From an optimization exercise on the open Yosys and OpenROAD flow, aimed at small area; shortcuts taken in it are not production practice.
Function was checked by simulation only, so behaviour that the tests miss may differ from the original.
Power figures rest on the tool's default switching activity, not on a simulated workload.

// metronome_display
module metronome_display(
    input wire clk,
    input wire reset_n,
    input wire key_inc_n,
    input wire key_dec_n,
    input wire key_mode_n,
    input wire key_opt_n,
    output reg beep_n,
    output wire [3:0] led_n,
    output wire [3:0] dig,
    output reg [7:0] seg
);
    localparam [25:0] S_RST  = 26'h2363CF7;
    localparam [25:0] S_LOAD = 26'h2363C7F;
    localparam [23:0] FIC_F    = 24'hf5c025;   
    localparam [19:0] MT_START = 20'hd4cd1;    
    localparam [19:0] MT_END   = 20'hfffff;
    localparam [12:0] BZ_N     = 13'h020b;     
    localparam [12:0] BZ_A     = 13'h022b;     
    localparam [12:0] BZ_END   = 13'h0357;
    localparam [23:0] FIC_M    = 24'hffd772;
    localparam [19:0] MT_M     = 20'hffffe;
    localparam [12:0] BZ_M     = 13'h1fed;
    reg [1:0]  bh;               
    reg [3:0]  bt;               
    reg        bq;               
    reg [2:0]  br;               
    reg        running;
    reg [1:0]  mode;
    reg [1:0]  ts;
    reg        acc_en;
    reg        vis;
  ...
For scale: ~860 cells after synthesis.
export LEC_CHECK = 0
export CAP_MARGIN = 20
export CORE_MARGIN = 2
export CORE_UTILIZATION = 70
export CTS_BUF_LIST = sky130_fd_sc_hd__clkbuf_8
export SLEW_MARGIN = 20
create_clock -name core_clock -period 100.0 [get_ports {clk}]
standard.sh (not shown) runs the stock make flow with config.mk's settings and CLKGATE_MAP_FILE= SYNTH_SCRIPT=/design/flow/synth_recipe.tcl, a recipe that flattens the netlist after the stock synthesis.
==> flow/flow/run.sh <==
#!/bin/bash
# The standard layout, with two changes:
#  - the combinational logic of the standard synthesis is re-mapped for area by
#    yosys/ABC (flow/remap.ys, flow/remap.abc); flip-flops, adders and tie cells are
#    left untouched, so the registers keep their names and cells;
#  - the port buffers are made from the smallest buffer cell;
#  - clock tree synthesis runs with its standard arguments plus -dont_use_dummy_load
#    (no dummy load cells for balancing).
set -euo pipefail
ARGS=(BUFFER_PORTS_ARGS="-buffer_cell sky130_fd_sc_hd__buf_1"
      CTS_ARGS="-sink_clustering_enable -repair_clock_nets -buf_list sky130_fd_sc_hd__clkbuf_8 -dont_use_dummy_load")
bash standard.sh "${ARGS[@]}" synth > standard_synth.log 2>&1
R=orfs/results/${FLOW_PLATFORM}/metronome_display/base
cp $R/1_2_yosys.v $R/1_2_yosys_standard.v
LIB=$FLOW_HOME/platforms/${FLOW_PLATFORM}/lib/sky130_fd_sc_hd__tt_025C_1v80.lib
sed -e "s#@LIB@#$LIB#g" -e "s#@IN@#$R/1_2_yosys_standard.v#" -e "s#@OUT@#$R/1_2_yosys.v#" \
    -e "s#@ABC@#$PWD/flow/remap.abc#" -e "s#@STAT@#$PWD/remap_stat.txt#" flow/remap.ys > remap.ys
YOSYS=yosys
if [[ -x $FLOW_HOME/../tools/install/yosys/bin/yosys ]]; then YOSYS=$FLOW_HOME/../tools/install/yosys/bin/yosys; fi
$YOSYS -s remap.ys > yosys_remap.log 2>&1
bash standard.sh "${ARGS[@]}" finish > standard_finish.log 2>&1
==> flow/flow/remap.ys <==
# Re-map the combinational logic of the standard synthesis for area. Flip-flops, full
# and half adders and tie cells are kept as they are (blackboxes), so every register
# keeps its name and cell.
read_liberty -ignore_miss_func @LIB@
read_verilog @IN@
hierarchy -top metronome_display
setattr -mod -set blackbox 1 sky130_fd_sc_hd__df* sky130_fd_sc_hd__fa_* sky130_fd_sc_hd__ha_* sky130_fd_sc_hd__conb_*
flatten
opt_clean -purge
abc -liberty @LIB@ -dont_use sky130_fd_sc_hd__lpflow_bleeder_1 -dont_use sky130_fd_sc_hd__lpflow_clkbufkapwr_1 -dont_use sky130_fd_sc_hd__lpflow_clkbufkapwr_16 -dont_use sky130_fd_sc_hd__lpflow_clkbufkapwr_2 -dont_use sky130_fd_sc_hd__lpflow_clkbufkapwr_4 -dont_use sky130_fd_sc_hd__lpflow_clkbufkapwr_8 -dont_use sky130_fd_sc_hd__lpflow_clkinvkapwr_1 -dont_use sky130_fd_sc_hd__lpflow_clkinvkapwr_16 -dont_use sky130_fd_sc_hd__lpflow_clkinvkapwr_2 -dont_use sky130_fd_sc_hd__lpflow_clkinvkapwr_4 -dont_use sky130_fd_sc_hd__lpflow_clkinvkapwr_8 -dont_use sky130_fd_sc_hd__lpflow_decapkapwr_12 -dont_use sky130_fd_sc_hd__lpflow_decapkapwr_3 -dont_use sky130_fd_sc_hd__lpflow_decapkapwr_4 -dont_use sky130_fd_sc_hd__lpflow_decapkapwr_6 -dont_use sky130_fd_sc_hd__lpflow_decapkapwr_8 -dont_use sky130_fd_sc_hd__lpflow_inputiso0n_1 -dont_use sky130_fd_sc_hd__lpflow_inputiso0p_1 -dont_use sky130_fd_sc_hd__lpflow_inputiso1n_1 -dont_use sky130_fd_sc_hd__lpflow_inputiso1p_1 -dont_use sky130_fd_sc_hd__lpflow_inputisolatch_1 -dont_use sky130_fd_sc_hd__lpflow_isobufsrc_1 -dont_use sky130_fd_sc_hd__lpflow_isobufsrc_16 -dont_use sky130_fd_sc_hd__lpflow_isobufsrc_2 -dont_use sky130_fd_sc_hd__lpflow_isobufsrc_4 -dont_use sky130_fd_sc_hd__lpflow_isobufsrc_8 -dont_use sky130_fd_sc_hd__lpflow_isobufsrckapwr_16 -dont_use sky130_fd_sc_hd__lpflow_lsbuf_lh_hl_isowell_tap_1 -dont_use sky130_fd_sc_hd__lpflow_lsbuf_lh_hl_isowell_tap_2 -dont_use sky130_fd_sc_hd__lpflow_lsbuf_lh_hl_isowell_tap_4 -dont_use sky130_fd_sc_hd__lpflow_lsbuf_lh_isowell_4 -dont_use sky130_fd_sc_hd__lpflow_lsbuf_lh_isowell_tap_1 -dont_use sky130_fd_sc_hd__lpflow_lsbuf_lh_isowell_tap_2 -dont_use sky130_fd_sc_hd__lpflow_lsbuf_lh_isowell_tap_4 -dont_use sky130_fd_sc_hd__probe_p_8 -dont_use sky130_fd_sc_hd__probec_p_8  -script @ABC@
read_liberty -lib -ignore_redef @LIB@
opt_clean -purge
splitnets
hilomap -singleton -hicell sky130_fd_sc_hd__conb_1 HI -locell sky130_fd_sc_hd__conb_1 LO
insbuf -buf sky130_fd_sc_hd__buf_4 A X
opt_clean -purge
check -assert
tee -o @STAT@ stat -liberty @LIB@
write_verilog -noattr -nohex -nodec @OUT@
Other scripts of this flow, unchanged in this note and not shown: flow/flow/remap.abc
==> next run, changes <==
--- a/flow/flow/run.sh
+++ b/flow/flow/run.sh
@@ -1,7 +1,9 @@
 #!/bin/bash
-# The standard layout, with two changes:
-#  - the combinational logic of the standard synthesis is re-mapped for area by
-#    yosys/ABC (flow/remap.ys, flow/remap.abc); flip-flops, adders and tie cells are
-#    left untouched, so the registers keep their names and cells;
+# The standard layout, with three changes:
+#  - the combinational logic of the standard synthesis, its half adders included, is
+#    re-mapped for area by yosys/ABC (flow/remap.ys, flow/remap.abc); flip-flops, full
+#    adders and tie cells are left untouched, so the registers keep their names and
+#    cells; yosys then proves the new netlist equivalent to the standard one
+#    (flow/equiv.ys);
 #  - the port buffers are made from the smallest buffer cell;
 #  - clock tree synthesis runs with its standard arguments plus -dont_use_dummy_load
@@ -19,3 +21,5 @@
 if [[ -x $FLOW_HOME/../tools/install/yosys/bin/yosys ]]; then YOSYS=$FLOW_HOME/../tools/install/yosys/bin/yosys; fi
 $YOSYS -s remap.ys > yosys_remap.log 2>&1
+sed -e "s#@LIB@#$LIB#g" -e "s#@STD@#$R/1_2_yosys_standard.v#" -e "s#@OUT@#$R/1_2_yosys.v#" flow/equiv.ys > equiv.ys
+$YOSYS -s equiv.ys > yosys_equiv.log 2>&1
 bash standard.sh "${ARGS[@]}" finish > standard_finish.log 2>&1
==> flow/flow/equiv.ys (new file) <==
# Prove that the re-mapped netlist does what the standard synthesis's netlist does
# (registers paired by name).
read_liberty -ignore_miss_func @LIB@
read_verilog @STD@
rename metronome_display gold
read_verilog @OUT@
rename metronome_display gate
hierarchy -check
flatten gold gate
opt_clean
async2sync
equiv_make gold gate equiv
hierarchy -top equiv
equiv_simple -undef
equiv_induct -undef
equiv_status -assert
==> flow/flow/remap.ys (replaced) <==
# Re-map the combinational logic of the standard synthesis for area. Flip-flops, full
# adders and tie cells are kept as they are (blackboxes), so every register keeps its
# name and cell; everything else, the half adders included, becomes plain logic for ABC.
read_liberty -ignore_miss_func @LIB@
read_verilog @IN@
hierarchy -top metronome_display
setattr -mod -set blackbox 1 sky130_fd_sc_hd__df* sky130_fd_sc_hd__fa_* sky130_fd_sc_hd__conb_*
flatten
techmap
opt_clean -purge
abc -liberty @LIB@ -dont_use sky130_fd_sc_hd__lpflow_bleeder_1 -dont_use sky130_fd_sc_hd__lpflow_clkbufkapwr_1 -dont_use sky130_fd_sc_hd__lpflow_clkbufkapwr_16 -dont_use sky130_fd_sc_hd__lpflow_clkbufkapwr_2 -dont_use sky130_fd_sc_hd__lpflow_clkbufkapwr_4 -dont_use sky130_fd_sc_hd__lpflow_clkbufkapwr_8 -dont_use sky130_fd_sc_hd__lpflow_clkinvkapwr_1 -dont_use sky130_fd_sc_hd__lpflow_clkinvkapwr_16 -dont_use sky130_fd_sc_hd__lpflow_clkinvkapwr_2 -dont_use sky130_fd_sc_hd__lpflow_clkinvkapwr_4 -dont_use sky130_fd_sc_hd__lpflow_clkinvkapwr_8 -dont_use sky130_fd_sc_hd__lpflow_decapkapwr_12 -dont_use sky130_fd_sc_hd__lpflow_decapkapwr_3 -dont_use sky130_fd_sc_hd__lpflow_decapkapwr_4 -dont_use sky130_fd_sc_hd__lpflow_decapkapwr_6 -dont_use sky130_fd_sc_hd__lpflow_decapkapwr_8 -dont_use sky130_fd_sc_hd__lpflow_inputiso0n_1 -dont_use sky130_fd_sc_hd__lpflow_inputiso0p_1 -dont_use sky130_fd_sc_hd__lpflow_inputiso1n_1 -dont_use sky130_fd_sc_hd__lpflow_inputiso1p_1 -dont_use sky130_fd_sc_hd__lpflow_inputisolatch_1 -dont_use sky130_fd_sc_hd__lpflow_isobufsrc_1 -dont_use sky130_fd_sc_hd__lpflow_isobufsrc_16 -dont_use sky130_fd_sc_hd__lpflow_isobufsrc_2 -dont_use sky130_fd_sc_hd__lpflow_isobufsrc_4 -dont_use sky130_fd_sc_hd__lpflow_isobufsrc_8 -dont_use sky130_fd_sc_hd__lpflow_isobufsrckapwr_16 -dont_use sky130_fd_sc_hd__lpflow_lsbuf_lh_hl_isowell_tap_1 -dont_use sky130_fd_sc_hd__lpflow_lsbuf_lh_hl_isowell_tap_2 -dont_use sky130_fd_sc_hd__lpflow_lsbuf_lh_hl_isowell_tap_4 -dont_use sky130_fd_sc_hd__lpflow_lsbuf_lh_isowell_4 -dont_use sky130_fd_sc_hd__lpflow_lsbuf_lh_isowell_tap_1 -dont_use sky130_fd_sc_hd__lpflow_lsbuf_lh_isowell_tap_2 -dont_use sky130_fd_sc_hd__lpflow_lsbuf_lh_isowell_tap_4 -dont_use sky130_fd_sc_hd__probe_p_8 -dont_use sky130_fd_sc_hd__probec_p_8  -script @ABC@
read_liberty -lib -ignore_redef @LIB@
opt_clean -purge
splitnets
hilomap -singleton -hicell sky130_fd_sc_hd__conb_1 HI -locell sky130_fd_sc_hd__conb_1 LO
insbuf -buf sky130_fd_sc_hd__buf_4 A X
opt_clean -purge
check -assert
select -assert-none t:$*
tee -o @STAT@ stat -liberty @LIB@
write_verilog -noattr -nohex -nodec @OUT@
First-iteration DRC count rose by a few percent.
Power goes down by roughly a tenth.
Wire length falls by a few percent.
Fmax went up slightly.
Critical path depth fell by 3.
Hold slack hardly moves.
==> next run, changes <==
==> flow/flow/run.sh (replaced) <==
#!/bin/bash
# The standard layout, with two changes:
#  - the combinational logic of the standard synthesis is re-mapped for area by
#    yosys/ABC (flow/remap.ys, flow/remap.abc); flip-flops, adders and tie cells are
#    left untouched, so the registers keep their names and cells;
#  - the port buffers are made from the smallest buffer cell.
set -euo pipefail
ARGS=(BUFFER_PORTS_ARGS="-buffer_cell sky130_fd_sc_hd__buf_1")
bash standard.sh "${ARGS[@]}" synth > standard_synth.log 2>&1
R=orfs/results/${FLOW_PLATFORM}/metronome_display/base
cp $R/1_2_yosys.v $R/1_2_yosys_standard.v
LIB=$FLOW_HOME/platforms/${FLOW_PLATFORM}/lib/sky130_fd_sc_hd__tt_025C_1v80.lib
sed -e "s#@LIB@#$LIB#g" -e "s#@IN@#$R/1_2_yosys_standard.v#" -e "s#@OUT@#$R/1_2_yosys.v#" \
    -e "s#@ABC@#$PWD/flow/remap.abc#" -e "s#@STAT@#$PWD/remap_stat.txt#" flow/remap.ys > remap.ys
YOSYS=yosys
if [[ -x $FLOW_HOME/../tools/install/yosys/bin/yosys ]]; then YOSYS=$FLOW_HOME/../tools/install/yosys/bin/yosys; fi
$YOSYS -s remap.ys > yosys_remap.log 2>&1
bash standard.sh "${ARGS[@]}" finish > standard_finish.log 2>&1
==> flow/flow/remap.ys (replaced) <==
# Re-map the combinational logic of the standard synthesis for area. Flip-flops, full
# and half adders and tie cells are kept as they are (blackboxes), so every register
# keeps its name and cell.
read_liberty -ignore_miss_func @LIB@
read_verilog @IN@
hierarchy -top metronome_display
setattr -mod -set blackbox 1 sky130_fd_sc_hd__df* sky130_fd_sc_hd__fa_* sky130_fd_sc_hd__ha_* sky130_fd_sc_hd__conb_*
flatten
opt_clean -purge
abc -liberty @LIB@ -dont_use sky130_fd_sc_hd__lpflow_bleeder_1 -dont_use sky130_fd_sc_hd__lpflow_clkbufkapwr_1 -dont_use sky130_fd_sc_hd__lpflow_clkbufkapwr_16 -dont_use sky130_fd_sc_hd__lpflow_clkbufkapwr_2 -dont_use sky130_fd_sc_hd__lpflow_clkbufkapwr_4 -dont_use sky130_fd_sc_hd__lpflow_clkbufkapwr_8 -dont_use sky130_fd_sc_hd__lpflow_clkinvkapwr_1 -dont_use sky130_fd_sc_hd__lpflow_clkinvkapwr_16 -dont_use sky130_fd_sc_hd__lpflow_clkinvkapwr_2 -dont_use sky130_fd_sc_hd__lpflow_clkinvkapwr_4 -dont_use sky130_fd_sc_hd__lpflow_clkinvkapwr_8 -dont_use sky130_fd_sc_hd__lpflow_decapkapwr_12 -dont_use sky130_fd_sc_hd__lpflow_decapkapwr_3 -dont_use sky130_fd_sc_hd__lpflow_decapkapwr_4 -dont_use sky130_fd_sc_hd__lpflow_decapkapwr_6 -dont_use sky130_fd_sc_hd__lpflow_decapkapwr_8 -dont_use sky130_fd_sc_hd__lpflow_inputiso0n_1 -dont_use sky130_fd_sc_hd__lpflow_inputiso0p_1 -dont_use sky130_fd_sc_hd__lpflow_inputiso1n_1 -dont_use sky130_fd_sc_hd__lpflow_inputiso1p_1 -dont_use sky130_fd_sc_hd__lpflow_inputisolatch_1 -dont_use sky130_fd_sc_hd__lpflow_isobufsrc_1 -dont_use sky130_fd_sc_hd__lpflow_isobufsrc_16 -dont_use sky130_fd_sc_hd__lpflow_isobufsrc_2 -dont_use sky130_fd_sc_hd__lpflow_isobufsrc_4 -dont_use sky130_fd_sc_hd__lpflow_isobufsrc_8 -dont_use sky130_fd_sc_hd__lpflow_isobufsrckapwr_16 -dont_use sky130_fd_sc_hd__lpflow_lsbuf_lh_hl_isowell_tap_1 -dont_use sky130_fd_sc_hd__lpflow_lsbuf_lh_hl_isowell_tap_2 -dont_use sky130_fd_sc_hd__lpflow_lsbuf_lh_hl_isowell_tap_4 -dont_use sky130_fd_sc_hd__lpflow_lsbuf_lh_isowell_4 -dont_use sky130_fd_sc_hd__lpflow_lsbuf_lh_isowell_tap_1 -dont_use sky130_fd_sc_hd__lpflow_lsbuf_lh_isowell_tap_2 -dont_use sky130_fd_sc_hd__lpflow_lsbuf_lh_isowell_tap_4 -dont_use sky130_fd_sc_hd__probe_p_8 -dont_use sky130_fd_sc_hd__probec_p_8  -script @ABC@
read_liberty -lib -ignore_redef @LIB@
opt_clean -purge
splitnets
hilomap -singleton -hicell sky130_fd_sc_hd__conb_1 HI -locell sky130_fd_sc_hd__conb_1 LO
insbuf -buf sky130_fd_sc_hd__buf_4 A X
opt_clean -purge
check -assert
tee -o @STAT@ stat -liberty @LIB@
write_verilog -noattr -nohex -nodec @OUT@
removed: flow/flow/equiv.ys
After rerunning: Clock skew went down by 0.016 ns; routed wire length rose by 4.5%; synthesized area rose by 3.3%; global-route usage rose by 0.33 points; critical path depth increases by 2; worst hold slack is about the same; non-clock buffer count came out lower by 1.

## separate check: timing with driven ports
In the flow no input, the clock included, has a driving cell. The finished layouts below were timed again as built, in two steps.
Step 1, drivers: a clkbuf_16 drives clk and a buf_2 each remaining input, both assumed.
Step 2 moves the port delays by t, midway between the first and last clock arrival at a register: inputs arrive t later, outputs are due t later. That takes back most of the time a late clock gives input paths.
Slacks: no drivers / after step 1 / after step 2; pairs: no drivers / after step 1.
run | t, ns | setup slack, ns | clock arrival spread, ns
the first run | 0.489 | 76.901 / 76.861 / 77.350 | 0.022 / 0.022
the second run | 0.478 | 77.092 / 77.057 / 77.535 | 0.028 / 0.028
the third run | 0.504 | 76.864 / 76.826 / 77.329 | 0.011 / 0.011
After both steps setup and hold are still met in every run listed.
